From an optimization exercise on the open Yosys and OpenROAD flow, aimed at small area, a short achievable clock period and few clock cycles per item; shortcuts taken in it are not production practice. Function was checked by simulation only, so behaviour that the tests miss may differ from the original. Power and IR drop assume default switching activity.

## design/flow/design.v

```verilog
`timescale 1ns / 1ps
`default_nettype none
module lc4_ldout(input  wire [15:0] dmem,
                 input  wire [15:0] res,
                 input  wire [15:0] b,
                 input  wire        is_ldr,
                 input  wire        is_str,
                 output wire [15:0] wdata,
                 output wire [2:0]  nzp,
                 output wire [15:0] dmem_data);
   assign wdata = is_ldr ? dmem : res;
   wire ld_nz, res_nz;
   lc4_or16 zl(.d(dmem), .nz(ld_nz));
   lc4_or16 zr(.d(res), .nz(res_nz));
   lc4_nzpsel ns(.ldr(is_ldr), .d15(dmem[15]), .ldnz(ld_nz), .r15(res[15]), .rnz(res_nz),
                 .nzp(nzp));
   assign dmem_data = is_ldr ? dmem : is_str ? b : 16'd0;
endmodule
module lc4_or16(input  wire [15:0] d,
                output wire        nz);
   assign nz = |d;
endmodule
module lc4_nzpsel(input  wire       ldr,
                  input  wire       d15,
                  input  wire       ldnz,
                  input  wire       r15,
                  input  wire       rnz,
                  output wire [2:0] nzp);
   assign nzp[2] = ldr ? d15 : r15;
   assign nzp[1] = ~(ldr ? ldnz : rnz);
   assign nzp[0] = ldr ? (~d15 & ldnz) : (~r15 & rnz);
endmodule
module lc4_resmux(input  wire [7:0]  sel,
                  input  wire [15:0] addres, shr, logres, sx9, hic, pc1, quo, rem,
                  output wire [15:0] res);
   assign res = ({16{sel[0]}} & addres) | ({16{sel[1]}} & shr) | ({16{sel[2]}} & logres) |
                ({16{sel[3]}} & sx9)    | ({16{sel[4]}} & hic) | ({16{sel[5]}} & pc1) |
                ({16{sel[6]}} & quo)    | ({16{sel[7]}} & rem);
endmodule
module lc4_npcmux(input  wire [5:0]  sel,
                  input  wire [15:0] pc1, s, jsr, a, trap,
                  output wire [15:0] npc);
   assign npc = ({16{sel[0]}} & pc1) | ({16{sel[1]}} & s) | ({16{sel[2]}} & jsr) |
                ({16{sel[3]}} & a)   | ({16{sel[4]}} & trap) | ({16{sel[5]}} & 16'h8200);
endmodule
`timescale 1ns / 1ps
`default_nettype none
module lc4_pg(input  wire [15:0] opa,
              input  wire [15:0] opb,
              input  wire        neg,
              output wire [15:0] ap,       
              output wire [15:0] ag);      
   wire [15:0] ob = opb ^ {16{neg}};
   assign ap = opa ^ ob;
   assign ag = opa & ob;
endmodule
module lc4_carry(input  wire [15:0] ap,
                 input  wire [15:0] ag,
                 input  wire        cin,
                 output wire [16:0] cy);
   assign cy[0] = cin;
   genvar gj;
   generate
      for (gj = 0; gj < 16; gj = gj + 1) begin : g_c
         if (gj % 2 == 1) begin : g_la
            assign cy[gj+1] = ag[gj] | (ap[gj] & ag[gj-1]) | (ap[gj] & ap[gj-1] & cy[gj-1]);
         end else begin : g_r
            assign cy[gj+1] = ag[gj] | (ap[gj] & cy[gj]);
         end
      end
   endgenerate
endmodule
module lc4_sumlog(input  wire [15:0] ap,
                  input  wire [15:0] ag,
                  input  wire [16:0] cy,
                  input  wire        is_cmp,
                  input  wire        cmpu,      
                  input  wire        a15,       
                  input  wire        b15,
                  input  wire [2:0]  lsel,
                  output wire [15:0] s,
                  output wire [15:0] addres,    
                  output wire [15:0] logres);
   assign s = ap ^ cy[15:0];
   wire lt = cmpu ? ~cy[16] : ((a15 ^ b15) ? a15 : s[15]);
   assign addres = is_cmp ? {lt, s[14:1], s[0] | s[15]} : s;
   assign logres = ({16{lsel[0]}} & ag) | ({16{lsel[1]}} & (ap | ag)) | ({16{lsel[2]}} & ap);
endmodule
`timescale 1ns / 1ps
`default_nettype none
module lc4_lt16(input  wire [15:0] x,
                input  wire [15:0] y,
                output wire        lt);
   wire [16:0] c;
   assign c[0] = 1'b0;
   genvar j;
   generate
      for (j = 0; j < 16; j = j + 1) begin : g_c
         assign c[j+1] = (~x[j] & y[j]) | (~x[j] & c[j]) | (y[j] & c[j]);
      end
   endgenerate
   assign lt = c[16];
endmodule
`timescale 1ns / 1ps
`default_nettype none
module lc4_mul16(input  wire [15:0] an,    
                 input  wire [15:0] bn,    
                 output wire [15:0] ra,
                 output wire [15:0] rb);
   wire [15:0] pp [0:15];
   genvar gi;
   generate
      for (gi = 0; gi < 16; gi = gi + 1) begin : g_pp
         assign pp[gi] = ~(an | {16{bn[gi]}});
      end
   endgenerate
   wire w1 = pp[0][13] ^ pp[1][12];
   wire w2 = pp[0][13] & pp[1][12];
   wire w3 = pp[0][14] ^ pp[1][13] ^ pp[2][12];
   wire w4 = (pp[0][14] & pp[1][13]) | (pp[0][14] & pp[2][12]) | (pp[1][13] & pp[2][12]);
   wire w5 = pp[3][11] ^ pp[4][10];
   wire w6 = pp[3][11] & pp[4][10];
   wire w7 = pp[0][15] ^ pp[1][14] ^ pp[2][13];
   wire w9 = pp[3][12] ^ pp[4][11] ^ pp[5][10];
   wire w11 = pp[6][9] ^ pp[7][8];
   wire w13 = pp[0][9] ^ pp[1][8];
   wire w14 = pp[0][9] & pp[1][8];
   wire w15 = pp[0][10] ^ pp[1][9] ^ pp[2][8];
   wire w16 = (pp[0][10] & pp[1][9]) | (pp[0][10] & pp[2][8]) | (pp[1][9] & pp[2][8]);
   wire w17 = pp[3][7] ^ pp[4][6];
   wire w18 = pp[3][7] & pp[4][6];
   wire w19 = pp[0][11] ^ pp[1][10] ^ pp[2][9];
   wire w20 = (pp[0][11] & pp[1][10]) | (pp[0][11] & pp[2][9]) | (pp[1][10] & pp[2][9]);
   wire w21 = pp[3][8] ^ pp[4][7] ^ pp[5][6];
   wire w22 = (pp[3][8] & pp[4][7]) | (pp[3][8] & pp[5][6]) | (pp[4][7] & pp[5][6]);
   wire w23 = pp[6][5] ^ pp[7][4];
   wire w24 = pp[6][5] & pp[7][4];
   wire w25 = pp[0][12] ^ pp[1][11] ^ pp[2][10];
   wire w26 = (pp[0][12] & pp[1][11]) | (pp[0][12] & pp[2][10]) | (pp[1][11] & pp[2][10]);
   wire w27 = pp[3][9] ^ pp[4][8] ^ pp[5][7];
   wire w28 = (pp[3][9] & pp[4][8]) | (pp[3][9] & pp[5][7]) | (pp[4][8] & pp[5][7]);
   wire w29 = pp[6][6] ^ pp[7][5] ^ pp[8][4];
   wire w30 = (pp[6][6] & pp[7][5]) | (pp[6][6] & pp[8][4]) | (pp[7][5] & pp[8][4]);
   wire w31 = pp[9][3] ^ pp[10][2];
   wire w32 = pp[9][3] & pp[10][2];
   wire w33 = pp[2][11] ^ pp[3][10] ^ pp[4][9];
   wire w34 = (pp[2][11] & pp[3][10]) | (pp[2][11] & pp[4][9]) | (pp[3][10] & pp[4][9]);
   wire w35 = pp[5][8] ^ pp[6][7] ^ pp[7][6];
   wire w36 = (pp[5][8] & pp[6][7]) | (pp[5][8] & pp[7][6]) | (pp[6][7] & pp[7][6]);
   wire w37 = pp[8][5] ^ pp[9][4] ^ pp[10][3];
   wire w38 = (pp[8][5] & pp[9][4]) | (pp[8][5] & pp[10][3]) | (pp[9][4] & pp[10][3]);
   wire w39 = pp[11][2] ^ pp[12][1] ^ pp[13][0];
   wire w40 = (pp[11][2] & pp[12][1]) | (pp[11][2] & pp[13][0]) | (pp[12][1] & pp[13][0]);
   wire w41 = pp[5][9] ^ pp[6][8] ^ pp[7][7];
   wire w42 = (pp[5][9] & pp[6][8]) | (pp[5][9] & pp[7][7]) | (pp[6][8] & pp[7][7]);
   wire w43 = pp[8][6] ^ pp[9][5] ^ pp[10][4];
   wire w44 = (pp[8][6] & pp[9][5]) | (pp[8][6] & pp[10][4]) | (pp[9][5] & pp[10][4]);
   wire w45 = pp[11][3] ^ pp[12][2] ^ pp[13][1];
   wire w46 = (pp[11][3] & pp[12][2]) | (pp[11][3] & pp[13][1]) | (pp[12][2] & pp[13][1]);
   wire w47 = pp[14][0] ^ w3 ^ w5;
   wire w48 = (pp[14][0] & w3) | (pp[14][0] & w5) | (w3 & w5);
   wire w49 = pp[8][7] ^ pp[9][6] ^ pp[10][5];
   wire w51 = pp[11][4] ^ pp[12][3] ^ pp[13][2];
   wire w53 = pp[14][1] ^ pp[15][0] ^ w7;
   wire w55 = w9 ^ w11 ^ w4;
   wire w57 = pp[0][6] ^ pp[1][5];
   wire w58 = pp[0][6] & pp[1][5];
   wire w59 = pp[0][7] ^ pp[1][6] ^ pp[2][5];
   wire w60 = (pp[0][7] & pp[1][6]) | (pp[0][7] & pp[2][5]) | (pp[1][6] & pp[2][5]);
   wire w61 = pp[3][4] ^ pp[4][3];
   wire w62 = pp[3][4] & pp[4][3];
   wire w63 = pp[0][8] ^ pp[1][7] ^ pp[2][6];
   wire w64 = (pp[0][8] & pp[1][7]) | (pp[0][8] & pp[2][6]) | (pp[1][7] & pp[2][6]);
   wire w65 = pp[3][5] ^ pp[4][4] ^ pp[5][3];
   wire w66 = (pp[3][5] & pp[4][4]) | (pp[3][5] & pp[5][3]) | (pp[4][4] & pp[5][3]);
   wire w67 = pp[6][2] ^ pp[7][1];
   wire w68 = pp[6][2] & pp[7][1];
   wire w69 = pp[2][7] ^ pp[3][6] ^ pp[4][5];
   wire w70 = (pp[2][7] & pp[3][6]) | (pp[2][7] & pp[4][5]) | (pp[3][6] & pp[4][5]);
   wire w71 = pp[5][4] ^ pp[6][3] ^ pp[7][2];
   wire w72 = (pp[5][4] & pp[6][3]) | (pp[5][4] & pp[7][2]) | (pp[6][3] & pp[7][2]);
   wire w73 = pp[8][1] ^ pp[9][0] ^ w13;
   wire w74 = (pp[8][1] & pp[9][0]) | (pp[8][1] & w13) | (pp[9][0] & w13);
   wire w75 = pp[5][5] ^ pp[6][4] ^ pp[7][3];
   wire w76 = (pp[5][5] & pp[6][4]) | (pp[5][5] & pp[7][3]) | (pp[6][4] & pp[7][3]);
   wire w77 = pp[8][2] ^ pp[9][1] ^ pp[10][0];
   wire w78 = (pp[8][2] & pp[9][1]) | (pp[8][2] & pp[10][0]) | (pp[9][1] & pp[10][0]);
   wire w79 = w15 ^ w17 ^ w14;
   wire w80 = (w15 & w17) | (w15 & w14) | (w17 & w14);
   wire w81 = pp[8][3] ^ pp[9][2] ^ pp[10][1];
   wire w82 = (pp[8][3] & pp[9][2]) | (pp[8][3] & pp[10][1]) | (pp[9][2] & pp[10][1]);
   wire w83 = pp[11][0] ^ w19 ^ w21;
   wire w84 = (pp[11][0] & w19) | (pp[11][0] & w21) | (w19 & w21);
   wire w85 = w23 ^ w16 ^ w18;
   wire w86 = (w23 & w16) | (w23 & w18) | (w16 & w18);
   wire w87 = pp[11][1] ^ pp[12][0] ^ w25;
   wire w88 = (pp[11][1] & pp[12][0]) | (pp[11][1] & w25) | (pp[12][0] & w25);
   wire w89 = w27 ^ w29 ^ w31;
   wire w90 = (w27 & w29) | (w27 & w31) | (w29 & w31);
   wire w91 = w20 ^ w22 ^ w24;
   wire w92 = (w20 & w22) | (w20 & w24) | (w22 & w24);
   wire w93 = w1 ^ w33 ^ w35;
   wire w94 = (w1 & w33) | (w1 & w35) | (w33 & w35);
   wire w95 = w37 ^ w39 ^ w26;
   wire w96 = (w37 & w39) | (w37 & w26) | (w39 & w26);
   wire w97 = w28 ^ w30 ^ w32;
   wire w98 = (w28 & w30) | (w28 & w32) | (w30 & w32);
   wire w99 = w2 ^ w41 ^ w43;
   wire w100 = (w2 & w41) | (w2 & w43) | (w41 & w43);
   wire w101 = w45 ^ w47 ^ w34;
   wire w102 = (w45 & w47) | (w45 & w34) | (w47 & w34);
   wire w103 = w36 ^ w38 ^ w40;
   wire w104 = (w36 & w38) | (w36 & w40) | (w38 & w40);
   wire w105 = w6 ^ w49 ^ w51;
   wire w107 = w53 ^ w55 ^ w42;
   wire w109 = w44 ^ w46 ^ w48;
   wire w111 = pp[0][4] ^ pp[1][3];
   wire w112 = pp[0][4] & pp[1][3];
   wire w113 = pp[0][5] ^ pp[1][4] ^ pp[2][3];
   wire w114 = (pp[0][5] & pp[1][4]) | (pp[0][5] & pp[2][3]) | (pp[1][4] & pp[2][3]);
   wire w115 = pp[3][2] ^ pp[4][1];
   wire w116 = pp[3][2] & pp[4][1];
   wire w117 = pp[2][4] ^ pp[3][3] ^ pp[4][2];
   wire w118 = (pp[2][4] & pp[3][3]) | (pp[2][4] & pp[4][2]) | (pp[3][3] & pp[4][2]);
   wire w119 = pp[5][1] ^ pp[6][0] ^ w57;
   wire w120 = (pp[5][1] & pp[6][0]) | (pp[5][1] & w57) | (pp[6][0] & w57);
   wire w121 = pp[5][2] ^ pp[6][1] ^ pp[7][0];
   wire w122 = (pp[5][2] & pp[6][1]) | (pp[5][2] & pp[7][0]) | (pp[6][1] & pp[7][0]);
   wire w123 = w59 ^ w61 ^ w58;
   wire w124 = (w59 & w61) | (w59 & w58) | (w61 & w58);
   wire w125 = pp[8][0] ^ w63 ^ w65;
   wire w126 = (pp[8][0] & w63) | (pp[8][0] & w65) | (w63 & w65);
   wire w127 = w67 ^ w60 ^ w62;
   wire w128 = (w67 & w60) | (w67 & w62) | (w60 & w62);
   wire w129 = w69 ^ w71 ^ w73;
   wire w130 = (w69 & w71) | (w69 & w73) | (w71 & w73);
   wire w131 = w64 ^ w66 ^ w68;
   wire w132 = (w64 & w66) | (w64 & w68) | (w66 & w68);
   wire w133 = w75 ^ w77 ^ w79;
   wire w134 = (w75 & w77) | (w75 & w79) | (w77 & w79);
   wire w135 = w70 ^ w72 ^ w74;
   wire w136 = (w70 & w72) | (w70 & w74) | (w72 & w74);
   wire w137 = w81 ^ w83 ^ w85;
   wire w138 = (w81 & w83) | (w81 & w85) | (w83 & w85);
   wire w139 = w76 ^ w78 ^ w80;
   wire w140 = (w76 & w78) | (w76 & w80) | (w78 & w80);
   wire w141 = w87 ^ w89 ^ w91;
   wire w142 = (w87 & w89) | (w87 & w91) | (w89 & w91);
   wire w143 = w82 ^ w84 ^ w86;
   wire w144 = (w82 & w84) | (w82 & w86) | (w84 & w86);
   wire w145 = w93 ^ w95 ^ w97;
   wire w146 = (w93 & w95) | (w93 & w97) | (w95 & w97);
   wire w147 = w88 ^ w90 ^ w92;
   wire w148 = (w88 & w90) | (w88 & w92) | (w90 & w92);
   wire w149 = w99 ^ w101 ^ w103;
   wire w150 = (w99 & w101) | (w99 & w103) | (w101 & w103);
   wire w151 = w94 ^ w96 ^ w98;
   wire w152 = (w94 & w96) | (w94 & w98) | (w96 & w98);
   wire w153 = w105 ^ w107 ^ w109;
   wire w155 = w100 ^ w102 ^ w104;
   wire w157 = pp[0][3] ^ pp[1][2];
   wire w158 = pp[0][3] & pp[1][2];
   wire w159 = pp[2][2] ^ pp[3][1] ^ pp[4][0];
   wire w160 = (pp[2][2] & pp[3][1]) | (pp[2][2] & pp[4][0]) | (pp[3][1] & pp[4][0]);
   wire w161 = pp[5][0] ^ w113 ^ w115;
   wire w162 = (pp[5][0] & w113) | (pp[5][0] & w115) | (w113 & w115);
   wire w163 = w117 ^ w119 ^ w114;
   wire w164 = (w117 & w119) | (w117 & w114) | (w119 & w114);
   wire w165 = w121 ^ w123 ^ w118;
   wire w166 = (w121 & w123) | (w121 & w118) | (w123 & w118);
   wire w167 = w125 ^ w127 ^ w122;
   wire w168 = (w125 & w127) | (w125 & w122) | (w127 & w122);
   wire w169 = w129 ^ w131 ^ w126;
   wire w170 = (w129 & w131) | (w129 & w126) | (w131 & w126);
   wire w171 = w133 ^ w135 ^ w130;
   wire w172 = (w133 & w135) | (w133 & w130) | (w135 & w130);
   wire w173 = w137 ^ w139 ^ w134;
   wire w174 = (w137 & w139) | (w137 & w134) | (w139 & w134);
   wire w175 = w141 ^ w143 ^ w138;
   wire w176 = (w141 & w143) | (w141 & w138) | (w143 & w138);
   wire w177 = w145 ^ w147 ^ w142;
   wire w178 = (w145 & w147) | (w145 & w142) | (w147 & w142);
   wire w179 = w149 ^ w151 ^ w146;
   wire w180 = (w149 & w151) | (w149 & w146) | (w151 & w146);
   wire w181 = w153 ^ w155 ^ w150;
   wire w183 = pp[0][2] ^ pp[1][1];
   wire w184 = pp[0][2] & pp[1][1];
   wire w185 = pp[2][1] ^ pp[3][0] ^ w157;
   wire w186 = (pp[2][1] & pp[3][0]) | (pp[2][1] & w157) | (pp[3][0] & w157);
   wire w187 = w111 ^ w159 ^ w158;
   wire w188 = (w111 & w159) | (w111 & w158) | (w159 & w158);
   wire w189 = w112 ^ w161 ^ w160;
   wire w190 = (w112 & w161) | (w112 & w160) | (w161 & w160);
   wire w191 = w116 ^ w163 ^ w162;
   wire w192 = (w116 & w163) | (w116 & w162) | (w163 & w162);
   wire w193 = w120 ^ w165 ^ w164;
   wire w194 = (w120 & w165) | (w120 & w164) | (w165 & w164);
   wire w195 = w124 ^ w167 ^ w166;
   wire w196 = (w124 & w167) | (w124 & w166) | (w167 & w166);
   wire w197 = w128 ^ w169 ^ w168;
   wire w198 = (w128 & w169) | (w128 & w168) | (w169 & w168);
   wire w199 = w132 ^ w171 ^ w170;
   wire w200 = (w132 & w171) | (w132 & w170) | (w171 & w170);
   wire w201 = w136 ^ w173 ^ w172;
   wire w202 = (w136 & w173) | (w136 & w172) | (w173 & w172);
   wire w203 = w140 ^ w175 ^ w174;
   wire w204 = (w140 & w175) | (w140 & w174) | (w175 & w174);
   wire w205 = w144 ^ w177 ^ w176;
   wire w206 = (w144 & w177) | (w144 & w176) | (w177 & w176);
   wire w207 = w148 ^ w179 ^ w178;
   wire w208 = (w148 & w179) | (w148 & w178) | (w179 & w178);
   wire w209 = w152 ^ w181 ^ w180;
   assign ra = {w209, w207, w205, w203, w201, w199, w197, w195, w193, w191, w189, w187, w185, pp[2][0], pp[0][1], pp[0][0]};
   assign rb = {w208, w206, w204, w202, w200, w198, w196, w194, w192, w190, w188, w186, w184, w183, pp[1][0], 1'b0};
endmodule
`timescale 1ns / 1ps
`default_nettype none
module lc4_rd8(input  wire [127:0] rf,
               input  wire [7:0]   oh,
               output wire [15:0]  d);
   assign d = ({16{oh[0]}} & rf[15:0])   | ({16{oh[1]}} & rf[31:16]) |
              ({16{oh[2]}} & rf[47:32])  | ({16{oh[3]}} & rf[63:48]) |
              ({16{oh[4]}} & rf[79:64])  | ({16{oh[5]}} & rf[95:80]) |
              ({16{oh[6]}} & rf[111:96]) | ({16{oh[7]}} & rf[127:112]);
endmodule
module lc4_dec8(input  wire [2:0] sel,
                output wire [7:0] oh);
   assign oh = 8'd1 << sel;
endmodule
`timescale 1ns / 1ps
`default_nettype none
module lc4_opamux(input  wire [3:0]  sel,
                  input  wire [15:0] a,
                  input  wire [15:0] pc,
                  input  wire [15:0] ra,
                  input  wire [15:0] x0,
                  output wire [15:0] opa);
   assign opa = ({16{sel[0]}} & a) | ({16{sel[1]}} & pc) | ({16{sel[2]}} & ra) |
                ({16{sel[3]}} & x0);
endmodule
module lc4_opbmux(input  wire [7:0]  sel,
                  input  wire [15:0] b,
                  input  wire [15:0] rb,
                  input  wire [10:0] imm,      
                  output wire [15:0] opb);
   wire [15:0] sx5  = {{11{imm[4]}}, imm[4:0]};
   wire [15:0] sx6  = {{10{imm[5]}}, imm[5:0]};
   wire [15:0] sx7  = {{9{imm[6]}}, imm[6:0]};
   wire [15:0] zx7  = {9'd0, imm[6:0]};
   wire [15:0] sx9  = {{7{imm[8]}}, imm[8:0]};
   wire [15:0] sx11 = {{5{imm[10]}}, imm[10:0]};
   assign opb = ({16{sel[0]}} & b)   | ({16{sel[1]}} & sx5) | ({16{sel[2]}} & sx6) |
                ({16{sel[3]}} & sx7) | ({16{sel[4]}} & zx7) | ({16{sel[5]}} & sx9) |
                ({16{sel[6]}} & sx11) | ({16{sel[7]}} & rb);
endmodule
`timescale 1ns / 1ps
`default_nettype none
module lc4_processor
   (input  wire        clk,
    input  wire        rst,
    input  wire        gwe,
    output wire [15:0] o_cur_pc,
    input  wire [15:0] i_cur_insn,
    output wire [15:0] o_dmem_addr,
    input  wire [15:0] i_cur_dmem_data,
    output wire        o_dmem_we,
    output wire [15:0] o_dmem_towrite,
    output wire [1:0]  test_stall,
    output wire [15:0] test_cur_pc,
    output wire [15:0] test_cur_insn,
    output wire        test_regfile_we,
    output wire [2:0]  test_regfile_wsel,
    output wire [15:0] test_regfile_data,
    output wire        test_nzp_we,
    output wire [2:0]  test_nzp_new_bits,
    output wire        test_dmem_we,
    output wire [15:0] test_dmem_addr,
    output wire [15:0] test_dmem_data,
    input  wire [7:0]  switch_data,
    output wire [7:0]  led_data);
   assign led_data = switch_data;
   reg [15:0]  pc;       
   reg [15:0]  ir;
   reg         valid;    
   reg [4:0]   dcnt;     
   reg [15:0]  remr;     
   reg [14:0]  qr;       
   reg [2:0]   nzp;
   reg [127:0] rf;       
   wire [3:0] op = ir[15:12];
   wire is_br    = op == 4'h0;
   wire is_arith = op == 4'h1;
   wire is_cmp   = op == 4'h2;
   wire is_jsr   = op == 4'h4;
   wire is_logic = op == 4'h5;
   wire is_ldr   = op == 4'h6;
   wire is_str   = op == 4'h7;
   wire is_rti   = op == 4'h8;
   wire is_const = op == 4'h9;
   wire is_shift = op == 4'ha;
   wire is_jmp   = op == 4'hc;
   wire is_hic   = op == 4'hd;
   wire is_trap  = op == 4'hf;
   wire is_mul  = is_arith & ir[5:3] == 3'b001;
   wire is_div  = is_arith & ir[5:3] == 3'b011;
   wire is_mod  = is_shift & ir[5:4] == 2'b11;
   wire is_long = is_div | is_mod;
   wire rf_we_d  = is_arith | is_jsr | is_logic | is_ldr | is_const |
                   is_shift | is_hic | is_trap;
   wire nzp_we_d = rf_we_d | is_cmp;
   wire link     = is_jsr | is_trap;
   wire [2:0] wsel = link ? 3'd7 : ir[11:9];
   wire [2:0] ra = (is_cmp | is_hic) ? ir[11:9] :
                   is_rti ? 3'd7 : ir[8:6];
   wire [2:0] rb = is_str ? ir[11:9] : ir[2:0];
   wire [15:0] a, b;
   wire [7:0] oha, ohb;
   lc4_dec8 dca(.sel(ra), .oh(oha));
   lc4_dec8 dcb(.sel(rb), .oh(ohb));
   lc4_rd8 rda(.rf(rf), .oh(oha), .d(a));
   lc4_rd8 rdb(.rf(rf), .oh(ohb), .d(b));
   wire [15:0] opa, opb, s, addres, logres;
   wire        neg, cin;
   wire shr = is_shift & (ir[5] ^ ir[4]);        
   wire [15:0] a_rev, m_rev;
   wire [15:0] onehot = 16'd1 << ir[3:0];
   wire [15:0] ma = shr ? a_rev : a;
   wire [15:0] mb = is_shift ? onehot : b;
   wire [15:0] mra, mrb;
   lc4_mul16 mu(.an(~ma), .bn(~mb), .ra(mra), .rb(mrb));
   wire [15:0] fill;
   genvar gj;
   generate
      for (gj = 0; gj < 16; gj = gj + 1) begin : g_rev
         assign a_rev[gj] = a[15-gj];
         assign m_rev[gj] = s[15-gj];
         assign fill[gj] = ~ir[5] & a[15] & (ir[3:0] > 15 - gj);
      end
   endgenerate
   wire c0    = dcnt == 5'd0;
   wire dlast = dcnt[4];                  
   wire [3:0] bidx = 4'd0 - dcnt[3:0];    
   wire din   = a[bidx];
   wire [15:0] rem_in = (dcnt[4:1] == 4'd0) ? 16'd0 : remr;    
   wire [15:0] x0 = {rem_in[14:0], din};
   wire dstep = is_long & ~c0;            
   wire use_pc = is_br | is_jmp;
   wire use_mul = is_mul | (is_shift & ~(ir[5] & ir[4]));        
   wire is_not = is_logic & ~ir[5] & ir[4:3] == 2'b01;
   wire [7:0] osel;
   assign osel[0] = (is_arith & ~ir[5] & ~is_mul) | (is_cmp & ~ir[8]) | (is_logic & ~ir[5] & ~is_not) |
                    is_mod;
   assign osel[1] = (is_arith | is_logic) & ir[5];                
   assign osel[2] = is_ldr | is_str;
   assign osel[3] = is_cmp & ir[8:7] == 2'b10;                    
   assign osel[4] = is_cmp & ir[8:7] == 2'b11;                    
   assign osel[5] = is_br;
   assign osel[6] = is_jmp;
   assign osel[7] = use_mul;                                      
   assign neg = (is_arith & ~ir[5] & ir[4]) | is_cmp | is_not | is_mod;    
   assign cin = neg | use_pc;
   lc4_opamux oa(.sel({dstep, use_mul, use_pc, ~use_pc & ~use_mul & ~dstep}), .a(a), .pc(pc),
                 .ra(mra), .x0(x0), .opa(opa));
   lc4_opbmux os(.sel(osel), .b(b), .rb(mrb), .imm(ir[10:0]), .opb(opb));
   wire [15:0] ap, ag;
   wire [16:0] cy;
   wire [2:0]  lsel = {~ir[5] & ir[3], ~ir[5] & ir[4] & ~ir[3], ir[5] | ~ir[4] & ~ir[3]};
   lc4_pg     pg(.opa(opa), .opb(opb), .neg(neg), .ap(ap), .ag(ag));
   lc4_carry  ca(.ap(ap), .ag(ag), .cin(cin), .cy(cy));
   lc4_sumlog sl(.ap(ap), .ag(ag), .cy(cy), .is_cmp(is_cmp), .cmpu(ir[7]), .a15(opa[15]),
                 .b15(opb[15]), .lsel(lsel), .s(s), .addres(addres), .logres(logres));
   wire [15:0] sx9  = {{7{ir[8]}}, ir[8:0]};
   wire [15:0] pc1 = pc + 16'd1;
   wire ok0 = rem_in[15] | cy[16];
   wire [15:0] rem_1 = ok0 ? s : opa;
   wire bnz = b != 16'd0;
   wire lt2;
   lc4_lt16 lt(.x({1'b0, a[15:1]}), .y(b), .lt(lt2));
   wire early = c0 & (~bnz | lt2);
   wire busy  = is_long & ~dlast & ~early;    
   wire [15:0] res;
   wire [7:0]  rsel;
   assign rsel[0] = (is_arith & ~is_div) | is_cmp |               
                    (is_shift & ir[5:4] == 2'b00);                
   assign rsel[1] = shr;                                           
   assign rsel[2] = is_logic;
   assign rsel[3] = is_const;
   assign rsel[4] = is_hic;
   assign rsel[5] = link;                                          
   assign rsel[6] = is_div & bnz;
   assign rsel[7] = is_mod & bnz;
   lc4_resmux rm(.sel(rsel), .addres(addres), .shr(m_rev | fill),
                 .logres(logres), .sx9(sx9), .hic({ir[7:0], a[7:0]}), .pc1(pc1),
                 .quo({qr & {15{~c0}}, ok0}), .rem(rem_1), .res(res));
   wire [15:0] wdata, dmem_data;
   wire [2:0]  nzp_new;
   lc4_ldout ld(.dmem(i_cur_dmem_data), .res(res), .b(b), .is_ldr(is_ldr), .is_str(is_str),
                .wdata(wdata), .nzp(nzp_new), .dmem_data(dmem_data));
   wire taken = is_br & |(ir[11:9] & nzp);
   wire [15:0] npc;
   wire [5:0]  nsel;
   assign nsel[1] = valid & (taken | (is_jmp & ir[11]));             
   assign nsel[2] = valid & is_jsr & ir[11];                         
   assign nsel[3] = valid & ((is_jsr | is_jmp) & ~ir[11] | is_rti);  
   assign nsel[4] = valid & is_trap;
   assign nsel[0] = valid & ~(nsel[1] | nsel[2] | nsel[3] | nsel[4]);  
   assign nsel[5] = ~valid;                                          
   lc4_npcmux nm(.sel(nsel), .pc1(pc1), .s(s), .jsr({pc[15], ir[10:0], 4'd0}), .a(a),
                 .trap({8'h80, ir[7:0]}), .npc(npc));
   assign o_cur_pc = npc;
   wire adv = ~(valid & busy);       
   wire rf_we = valid & rf_we_d & ~busy;
   wire [15:0] rf_wd = wdata;
   always @(posedge clk) begin
      if (gwe) begin
         if (rst) begin
            valid <= 1'b0;
            dcnt  <= 5'd0;
            nzp   <= 3'b000;
         end else begin
            if (adv) begin
               pc    <= npc;
               ir    <= i_cur_insn;
               valid <= 1'b1;
            end
            if (valid & is_long) begin
               dcnt <= busy ? dcnt + 5'd1 : 5'd0;
               if (busy) begin
                  remr <= rem_1;
                  qr   <= {qr[13:0], ok0};
               end
            end
            if (valid & nzp_we_d & ~busy) nzp <= nzp_new;
         end
      end
   end
   wire [15:0] rf_in = rst ? 16'd0 : rf_wd;
   genvar gi;
   generate
      for (gi = 0; gi < 8; gi = gi + 1) begin : g_rf
         always @(posedge clk)
            if (gwe & (rst | (rf_we & wsel == gi)))
               rf[gi*16 +: 16] <= rf_in;
      end
   endgenerate
   assign o_dmem_addr    = s;
   assign o_dmem_we      = valid & is_str;
   assign o_dmem_towrite = b;
   assign test_stall        = {1'b0, ~valid | busy};
   assign test_cur_pc       = pc;
   assign test_cur_insn     = ir;
   assign test_regfile_we   = rf_we_d;
   assign test_regfile_wsel = wsel;
   assign test_regfile_data = wdata;
   assign test_nzp_we       = nzp_we_d;
   assign test_nzp_new_bits = nzp_new;
   assign test_dmem_we      = is_str;
   assign test_dmem_addr    = (is_ldr | is_str) ? s : 16'd0;
   assign test_dmem_data    = dmem_data;
endmodule
```

## design/flow/flow/run.sh

```bash
#!/bin/bash
# The standard layout, except that the ports are buffered with buf_1
# cells instead of the delay buffers buffer_ports picks by default, and the
# pin placer keeps the load data pins next to the outputs that pass it on
# (test_regfile_data, test_dmem_data, test_nzp_new_bits). Each make run's
# full output goes to a log file of its own here.
set -euo pipefail
bash standard.sh synth > flow_synth.log 2>&1
bash standard.sh "BUFFER_PORTS_ARGS=-buffer_cell sky130_fd_sc_hd__buf_1" \
  "PLACE_PINS_ARGS=-group_pins {i_cur_dmem_data[0] test_regfile_data[0] test_dmem_data[0] i_cur_dmem_data[1] test_regfile_data[1] test_dmem_data[1] i_cur_dmem_data[2] test_regfile_data[2] test_dmem_data[2] i_cur_dmem_data[3] test_regfile_data[3] test_dmem_data[3] i_cur_dmem_data[4] test_regfile_data[4] test_dmem_data[4] i_cur_dmem_data[5] test_regfile_data[5] test_dmem_data[5] i_cur_dmem_data[6] test_regfile_data[6] test_dmem_data[6] i_cur_dmem_data[7] test_regfile_data[7] test_dmem_data[7] test_nzp_new_bits[0] test_nzp_new_bits[1] test_nzp_new_bits[2] i_cur_dmem_data[8] test_regfile_data[8] test_dmem_data[8] i_cur_dmem_data[9] test_regfile_data[9] test_dmem_data[9] i_cur_dmem_data[10] test_regfile_data[10] test_dmem_data[10] i_cur_dmem_data[11] test_regfile_data[11] test_dmem_data[11] i_cur_dmem_data[12] test_regfile_data[12] test_dmem_data[12] i_cur_dmem_data[13] test_regfile_data[13] test_dmem_data[13] i_cur_dmem_data[14] test_regfile_data[14] test_dmem_data[14] i_cur_dmem_data[15] test_regfile_data[15] test_dmem_data[15]}" finish > flow_finish.log 2>&1
```

## design/flow/standard.sh

```bash
#!/bin/bash
# synth_recipe.tcl (not shown) runs the flow's synth.tcl, then flattens the netlist and writes it again
# the make line also repeats each setting of config.mk as NAME=value (left out here)
make -C /OpenROAD-flow-scripts/flow DESIGN_CONFIG=/design/flow/config.mk WORK_HOME=/design/flow/orfs CLKGATE_MAP_FILE= SYNTH_SCRIPT=/design/flow/synth_recipe.tcl "${@:-finish}"
```

## design/flow/config.mk

```make
export PLATFORM = sky130hd
export DESIGN_NAME = lc4_processor
export DESIGN_NICKNAME = lc4_processor
export VERILOG_FILES = /design/flow/design.v
export SDC_FILE = /design/flow/constraint.sdc
export NUM_CORES = 4
export LEC_CHECK = 0
export CAP_MARGIN = 20
export CORE_MARGIN = 2
export CORE_UTILIZATION = 30
export SLEW_MARGIN = 20
export SYNTH_HIERARCHICAL = 1
```

## design/flow/constraint.sdc

```tcl
create_clock -name core_clock -period 70.0 [get_ports {clk}]
set_input_delay 14.0000 -clock core_clock [delete_from_list [all_inputs] [get_ports {clk}]]
set_output_delay 14.0000 -clock core_clock [all_outputs]
set_load 0.01 [all_outputs]
```

==> results.toml, run 1 <==
[placed_design]
placement.setup.worst_slack_ps = 41000
buffers_added_on_ports = 173
routabilityCongestion = 0.926
post_detailed_placement_cell_area_um2 = 18300
hpwl_dp_um = 48000

[grt]
number_of_global_route_vias_before_repair = 14700
global_route.usage.total_pct = 22.1
grt_overflow_total = 0
grt_first_pass_wirelength_um = 98500
grt_antenna_before_repair = 1
largest_net_degree_at_the_start_of_global_routing = 38

[logic_synthesis]
most_used_dff_post_synth = "edfxtp_1"
synth_top_area_share_pct = 34.3
synthesis.area_um2 = 17500
netlist_top_cells_area = "edfxtp_1 (34%), a22oi_1 (9.8%), fa_1 (8.9%)"
synthesis.instances = 1677
asyncSetResetFlopFracSynth_pct = 0
flops_latches_synth = 200
synth_top_area_cell = "edfxtp_1"
synth.lib_cells_used.distinct = 90
syn_area_per_cell_um2 = 10.4
synth.yosys.warnings = 8
synth-edff-count = 200
synth.yosys.seq_area_share_pct = 34.3

[sta]
report.final.slew_viol_count = 0
layout_min_cycle_time_ps = 29050
fin_hold_viols = 0
highest_clock_rate_ghz = 0.0344
timing.slew.headroom_pct = 22.4
fin_skew_ps = 12.2
rsz0062_at_grt = "no"
post-route-period-util_pct = 41.5
timing_worst_slew_pin_value_ps = 1160
final-setup-viol-count = 0
setup_tns_ps = 0
layout_setup_ws_ps = 40950

[detailed_routing]
post-route-drc-count = 0
first_pass_drt_iterations = 9
drt-initial-drc-count = 2250
route.vias.total = 15100
ant_nets = 0
route.detailed.wl_per_inst_um = 26.8
routed_wl_um = 68000
routed_via_density = 5.92

[outcome]
status = "finished clean"

[clock_tree]
htree_num_levels = 4
postCtsSetupBuffers = 0
clock_latency_ps = 480
clkSlewWorstSetupHoldPaths_ps = 80
clock-sinks = 200
worst_case_clock_buffer_depth = 2
cts_root_buf = "clkbuf_16"
post_cts_resized = 0
cts.hold.buffers_added = 0
tritoncts.num_buffers = 17
cts_tree = "built"

[power_and_ir_drop]
cell_pwr_density_nw_per_um2 = 26.6
leakage_nw = 6.98
total_power_uw = 504
ir_worst_vdd_uv = 20.9

[critical_path]
timing.critical_path.required_ps = 56000
timing.critical_path.max_delay_family = "simple AND/OR/NAND/NOR gates"
timing.critical_path.to_type = "output port"
crit_path_frequent_cell = "buf_1"
critPathSlowestCell = "nor4_1"
crit_start = "i_cur_dmem_data[1]"
cp_cell_sequence = "buf_1, nor4_1, nand4_1, mux2i_1, buf_1"
crit_path_max_fanout = 3
timing.setup.critical_path_class = "in2out"
worst_setup_path_start_kind = "primary input"
critical_path_arrival_ps = 15050
r2r_start = "ir[14]"
path_buf_inv = 2
max_stage_delay_ps = 380

[worst_hold_path]
min_delay_path_class = "reg2reg"
timing.hold.worst.start = "qr[1]"

[cells_and_area]
mostFrequentLayoutCell = "a22oi_1"
area_growth_pct = 8.30
diodes = 0
leading_cell_types_in_the_layout_fill_and_taps_excluded = "a22oi_1 (228), edfxtp_1 (200), buf_1 (173)"
filler_cell_count = 5957
fin_area_um2 = 18900
final_layout_size_suffix_gt1_share_pct = 14.8
num-nets-final = 1919

[run]
cap_viol_max_count = 0

[floorplan]
fp.dieH_um = 245
placementRows = 88
floorplan.initialDensity_pct = 30.3
horizontal_die_dimension_um = 245
dieArea_um2 = 60300
floorplan.core_area_um2 = 57700
ioPinCount = 191
-- per-layer routing --
metal  track usage (%)  up-vias  wire length (um)
met5                 0        -                13
met4              13.8        2              4410
met3              4.59      178              6620
met2              34.3      987             30500
met1              28.2     7522             26500
li1                  -     6362                 -
-- layout make-up --
| class | count | area, um2 | area share, % |
|---|---|---|---|
| Sequential cell | 200 | 6010 | 31.7 |
| Clock buffer | 17 | 425 | 2.25 |
| Multi-Input combinational cell | 1198 | 9850 | 52.0 |
| Inverter | 113 | 425 | 2.25 |
| Clock inverter | 15 | 181 | 0.958 |
| Tap cell | 765 | 957 | 5.05 |
| Timing Repair Buffer | 233 | 1100 | 5.81 |
-- Yosys stat by module, one instance, submodules excluded, excerpt --
module	cells inside	area (um2)
lc4_ldout	39	395
lc4_pg	34	372
lc4_dec8	8	65.1
lc4_resmux	96	779
lc4_opbmux	42	278
lc4_processor	614	8780
lc4_nzpsel	5	41.3
lc4_sumlog	59	482
lc4_rd8	96	779
lc4_opamux	56	464
lc4_carry	42	314
lc4_lt16	45	305
lc4_npcmux	57	395
lc4_or16	5	31.3
-- cells in the mapped netlist, types with 40 or more instances --
cell and instances:
a22oi_1 228, buf_4 54, buf_6 63, clkbuf_1 40
edfxtp_1 200, fa_1 78, inv_1 111, nand2_1 65
nand4_1 53, nor2_1 114, nor2b_1 42, or2_2 40
xor2_1 42
-- worst paths after layout --
kind                               end  slack, ps  cells after the start
setup reg to reg                nzp[1]      57060                     33
hold / removal                   qr[2]        450                      0
hold reg to reg                  qr[2]        450                      0
setup / recovery  test_nzp_new_bits[1]      40950                      5
-- sequential cells by signal, indices dropped and copies added (netlist names) --
name / count
rf: 128
ir: 16
pc: 16
remr: 16
qr: 15
dcnt: 5
nzp: 3
valid: 1
-- worst reg2reg max path: cells and delay by family, from the launching register on --
family,cells,cell delay [ps]
adder cells (fa/ha/maj),6,2880
AND/OR/NAND/NOR,10,3670
flip-flops,1,820
XOR/XNOR,1,160
buffers and inverters,3,440
AO/OA/AOI/OAI,10,3610
multiplexers,3,1110
-- logic make-up after synthesis --
logic type	share of synthesized area [%]
AND/OR/NAND/NOR	14.9
AO/OA/AOI/OAI	20.2
buffers and inverters	10.7
flip-flops	34.3
adder cells (fa/ha/maj)	11.7
XOR/XNOR	3.98
multiplexers	4.04
other	0.0644
-- where the power goes --
| group | internal [mW] | switching (mW) | total, mW |
|---|---|---|---|
| logic | 0.0937 | 0.160 | 0.254 |
| registers | 0.141 | 0.00500 | 0.146 |
| clock network | 0.0512 | 0.0526 | 0.104 |
| total | 0.286 | 0.218 | 0.504 |
-- per-stage QoR --
stage	utilization, %	hold slack, ps	cells
detailed placement	31.8	428	2508
CTS	32.8	448	2540
global placement	31.8	427	2508
floorplan	-	418	1690
global route	32.8	463	2541
finish	32.8	445	2541
Testbench counts, summed over its fixed seeds: cycles 164,976, insns 160,000.
==> run 2: changes to the inputs <==
--- a/design/flow/design.v
+++ b/design/flow/design.v
@@ -87,4 +87,16 @@
    assign logres = ({16{lsel[0]}} & ag) | ({16{lsel[1]}} & (ap | ag)) | ({16{lsel[2]}} & ap);
 endmodule
+module lc4_inc16(input  wire [15:0] a,
+                 output wire [15:0] y);
+   wire [16:0] c;
+   assign c[0] = 1'b1;
+   genvar gj;
+   generate
+      for (gj = 0; gj < 16; gj = gj + 1) begin : g_c
+         assign c[gj+1] = a[gj] & c[gj];
+      end
+   endgenerate
+   assign y = a ^ c[15:0];
+endmodule
 `timescale 1ns / 1ps
 `default_nettype none
@@ -471,5 +483,6 @@
                  .b15(opb[15]), .lsel(lsel), .s(s), .addres(addres), .logres(logres));
    wire [15:0] sx9  = {{7{ir[8]}}, ir[8:0]};
-   wire [15:0] pc1 = pc + 16'd1;
+   wire [15:0] pc1;
+   lc4_inc16 inc(.a(pc), .y(pc1));
    wire ok0 = rem_in[15] | cy[16];
    wire [15:0] rem_1 = ok0 ? s : opa;
==> results.toml, run 2 <==
[placed_design]
buffers_added_on_ports = 173
routabilityCongestion = 0.970
post_detailed_placement_cell_area_um2 = 18300
hpwl_dp_um = 48500
placement.setup.worst_slack_ps = 40990

[sta]
timing_worst_slew_pin_value_ps = 1210
report.final.slew_viol_count = 0
fin_skew_ps = 24.8
highest_clock_rate_ghz = 0.0345
final-setup-viol-count = 0
timing.slew.headroom_pct = 18.7
fin_hold_viols = 0
layout_min_cycle_time_ps = 29000
post-route-period-util_pct = 41.4
setup_tns_ps = 0
rsz0062_at_grt = "no"
layout_setup_ws_ps = 41000

[critical_path]
critPathSlowestCell = "nor4_1"
timing.setup.critical_path_class = "in2out"
timing.critical_path.required_ps = 56000
crit_path_frequent_cell = "buf_1"
max_stage_delay_ps = 320
crit_path_max_fanout = 5
critical_path_arrival_ps = 15000
cp_cell_sequence = "buf_1, nor4_1, nand4_1, mux2i_1, buf_1"
worst_setup_path_start_kind = "primary input"
timing.critical_path.to_type = "output port"

[floorplan]
floorplan.core_area_um2 = 57600
floorplan.initialDensity_pct = 30.3
placementRows = 88
fp.dieH_um = 245
ioPinCount = 191
dieArea_um2 = 60100
horizontal_die_dimension_um = 245

[worst_hold_path]
min_delay_path_class = "reg2reg"

[logic_synthesis]
synth.lib_cells_used.distinct = 90
synthesis.instances = 1648
synthMostInstantiatedCell = "a22oi_1"
post_synth_most_frequent_cells = "a22oi_1 (229), edfxtp_1 (200), nor2_1 (112)"
synth_top_area_share_pct = 34.4
synthesis.area_um2 = 17400
synth.yosys.seq_area_share_pct = 34.4
flops_latches_synth = 200
netlist_top_cells_area = "edfxtp_1 (34%), a22oi_1 (9.9%), fa_1 (9.0%)"
asyncSetResetFlopFracSynth_pct = 0
synth.yosys.warnings = 8
most_used_dff_post_synth = "edfxtp_1"
synth-edff-count = 200
syn_area_per_cell_um2 = 10.6
synth_top_area_cell = "edfxtp_1"

[detailed_routing]
route.detailed.wl_per_inst_um = 26.8
ant_nets = 0
drt-initial-drc-count = 1968
routed_via_density = 5.94
first_pass_drt_iterations = 9
route.vias.total = 15000
routed_wl_um = 67900
post-route-drc-count = 0

[power_and_ir_drop]
power.share.sequential_pct = 28.6
leakage_nw = 7.07
comb_power_share_pct = 50.8
power_switching_share_pct = 44.2
ir_worst_vdd_uv = 17.3
cell_pwr_density_nw_per_um2 = 27.0
power.internal_uw = 286
clock_power_share_pct = 20.6
power.switching_uw = 226

[grt]
grt_use_met2_pct = 34.6
number_of_global_route_vias_before_repair = 14500
gr-usage-met3_pct = 4.66
grt_overflow_total = 0
busiest_layer = "met2"
grt_first_pass_wirelength_um = 98300
use_met1_pct = 28.6
largest_net_degree_at_the_start_of_global_routing = 38
grt_antenna_before_repair = 2
global_route.usage.total_pct = 22.2

[cells_and_area]
final_layout_size_suffix_gt1_share_pct = 15.7
leading_cell_types_in_the_layout_fill_and_taps_excluded = "a22oi_1 (229), edfxtp_1 (200), buf_1 (172)"
mostFrequentLayoutCell = "a22oi_1"
fin_area_um2 = 19000
largest_reg_flops = 128
register_with_the_most_flip_flops = "rf"
filler_cell_count = 5862
num-nets-final = 1922
area_growth_pct = 8.72

[run]
cap_viol_max_count = 0

[clock_tree]
worst_case_clock_buffer_depth = 2
cts_root_buf = "clkbuf_16"
post_cts_resized = 0
cts_tree = "built"
postCtsSetupBuffers = 0
htree_num_levels = 4
cts.hold.buffers_added = 0
clock_latency_ps = 490
clock-sinks = 200
clkSlewWorstSetupHoldPaths_ps = 90
tritoncts.num_buffers = 17

[outcome]
status = "finished clean"
-- run 2: cell types whose count changed in the layout (fill, tap and decap cells not counted), moves of 5 or more --
cell,previous run,this run
and3_1,23,8
ha_1,35,48
and2_1,18,30
buf_4,60,72
xnor2_1,35,24
nand3_1,20,12
nor3b_2,1,8
a21oi_1,32,37
nor3b_4,5,0
-- run 2: worst max-delay path: cells and delay by family --
family	cells	cell delay, ps
simple gates	2	480
buf+inv	2	310
mux	1	210
-- run 2: worst paths after layout --
path / start / endpoint / slack, ps / cells past startpoint
min reg2reg: qr[8] / qr[9] / 440 / 0
max: i_cur_dmem_data[15] / test_nzp_new_bits[1] / 41000 / 5
min: qr[8] / qr[9] / 440 / 0
max reg2reg: ir[15] / nzp[0] / 57290 / 32
-- run 2: stage by stage --
step / utilization, % / instances / hold WS (ps) / total power [mW]
6_report: 32.9 / 2533 / 443 / 0.512
5_1_grt: 32.9 / 2531 / 457 / 0.536
4_1_cts: 32.9 / 2531 / 445 / 0.509
3_5_place_dp: 31.8 / 2499 / 428 / 0.404
3_3_place_gp: 31.8 / 2499 / 428 / 0.401
2_1_floorplan: - / 1661 / 418 / 0.347
-- run 2: per-layer routing --
metal | vias up | routed length, um
li1 | 6300 | -
met1 | 7394 | 26200
met2 | 1125 | 30200
met3 | 214 | 7490
met4 | 2 | 3980
met5 | - | 13
-- run 2: cell families (layout without fill, tap and decap cells) --
group / Yosys count / after routing / synth area share [%]
mux: 57 / 57 / 4.10
buf+inv: 285 / 390 / 10.7
flops: 200 / 200 / 34.4
compound gates: 443 / 443 / 20.2
other cells: 3 / 18 / 0.0646
xor+xnor: 65 / 65 / 3.34
fa+ha+maj: 131 / 131 / 12.7
simple gates: 464 / 464 / 14.5
-- run 2: Yosys stat by module (local to each module, per instance), a selection --
module	flip-flops and latches	area, um2
lc4_or16	0	31.3
lc4_carry	0	314
lc4_nzpsel	0	41.3
lc4_opbmux	0	278
lc4_resmux	0	779
lc4_rd8	0	779
lc4_lt16	0	305
lc4_mul16	0	3140
lc4_inc16	0	188
lc4_pg	0	372
lc4_dec8	0	65.1
lc4_sumlog	0	482
lc4_opamux	0	464
lc4_ldout	0	395
-- run 2: layout make-up --
cell class	instances	area (um2)	share of cell area (%)
flip-flops and latches	200	6010	31.7
diodes	2	5.00	0.0264
multi-input cells	1176	9760	51.5
clock buffers	17	425	2.24
clock inverters	15	188	0.990
repair buffers	245	1190	6.28
well taps	765	957	5.05
inverters	113	425	2.24
-- run 2: power groups by stage --
stage | combinational (mW) | clock [mW] | sequential (mW)
finish | 0.260 | 0.105 | 0.146
global route | 0.280 | 0.109 | 0.147
global placement | 0.253 | 0 | 0.148
detailed placement | 0.255 | 0 | 0.149
floorplan | 0.199 | 0 | 0.148
CTS | 0.257 | 0.106 | 0.146
Testbench counts of run 2, summed over its fixed seeds: cycles 164,976, insns 160,000.

-- re-timing with driven ports --
In the flow no input, the clock included, has a driving cell. The finished layouts below were timed again as built, in two steps. Step 1 (the two cells are an assumption about what drives the block):
set clk [get_ports {clk}]
set_driving_cell -lib_cell sky130_fd_sc_hd__clkbuf_16 $clk
set_driving_cell -lib_cell sky130_fd_sc_hd__buf_2 [delete_from_list [all_inputs] $clk]
Step 2 times the ports against the registers' clock, not the clock port: input delays grow and output delays shrink by t, the midpoint of the rising clock arrivals with the driver on. Three values: ideal, step 1, step 2; two values: the first two.
| run | t, ns | setup WS [ns] | hold WS [ns] |
|---|---|---|---|
| run 1 | 0.533 | 40.945 / 40.925 / 40.925 | 0.445 / 0.445 / 0.445 |
| run 2 | 0.530 | 41.000 / 40.979 / 40.979 | 0.443 / 0.443 / 0.443 |
After both steps every run listed still meets setup and hold. The setup slack of run 2, which loses most, moves by -0.021 ns with the drivers and by -0.021 ns with both steps.
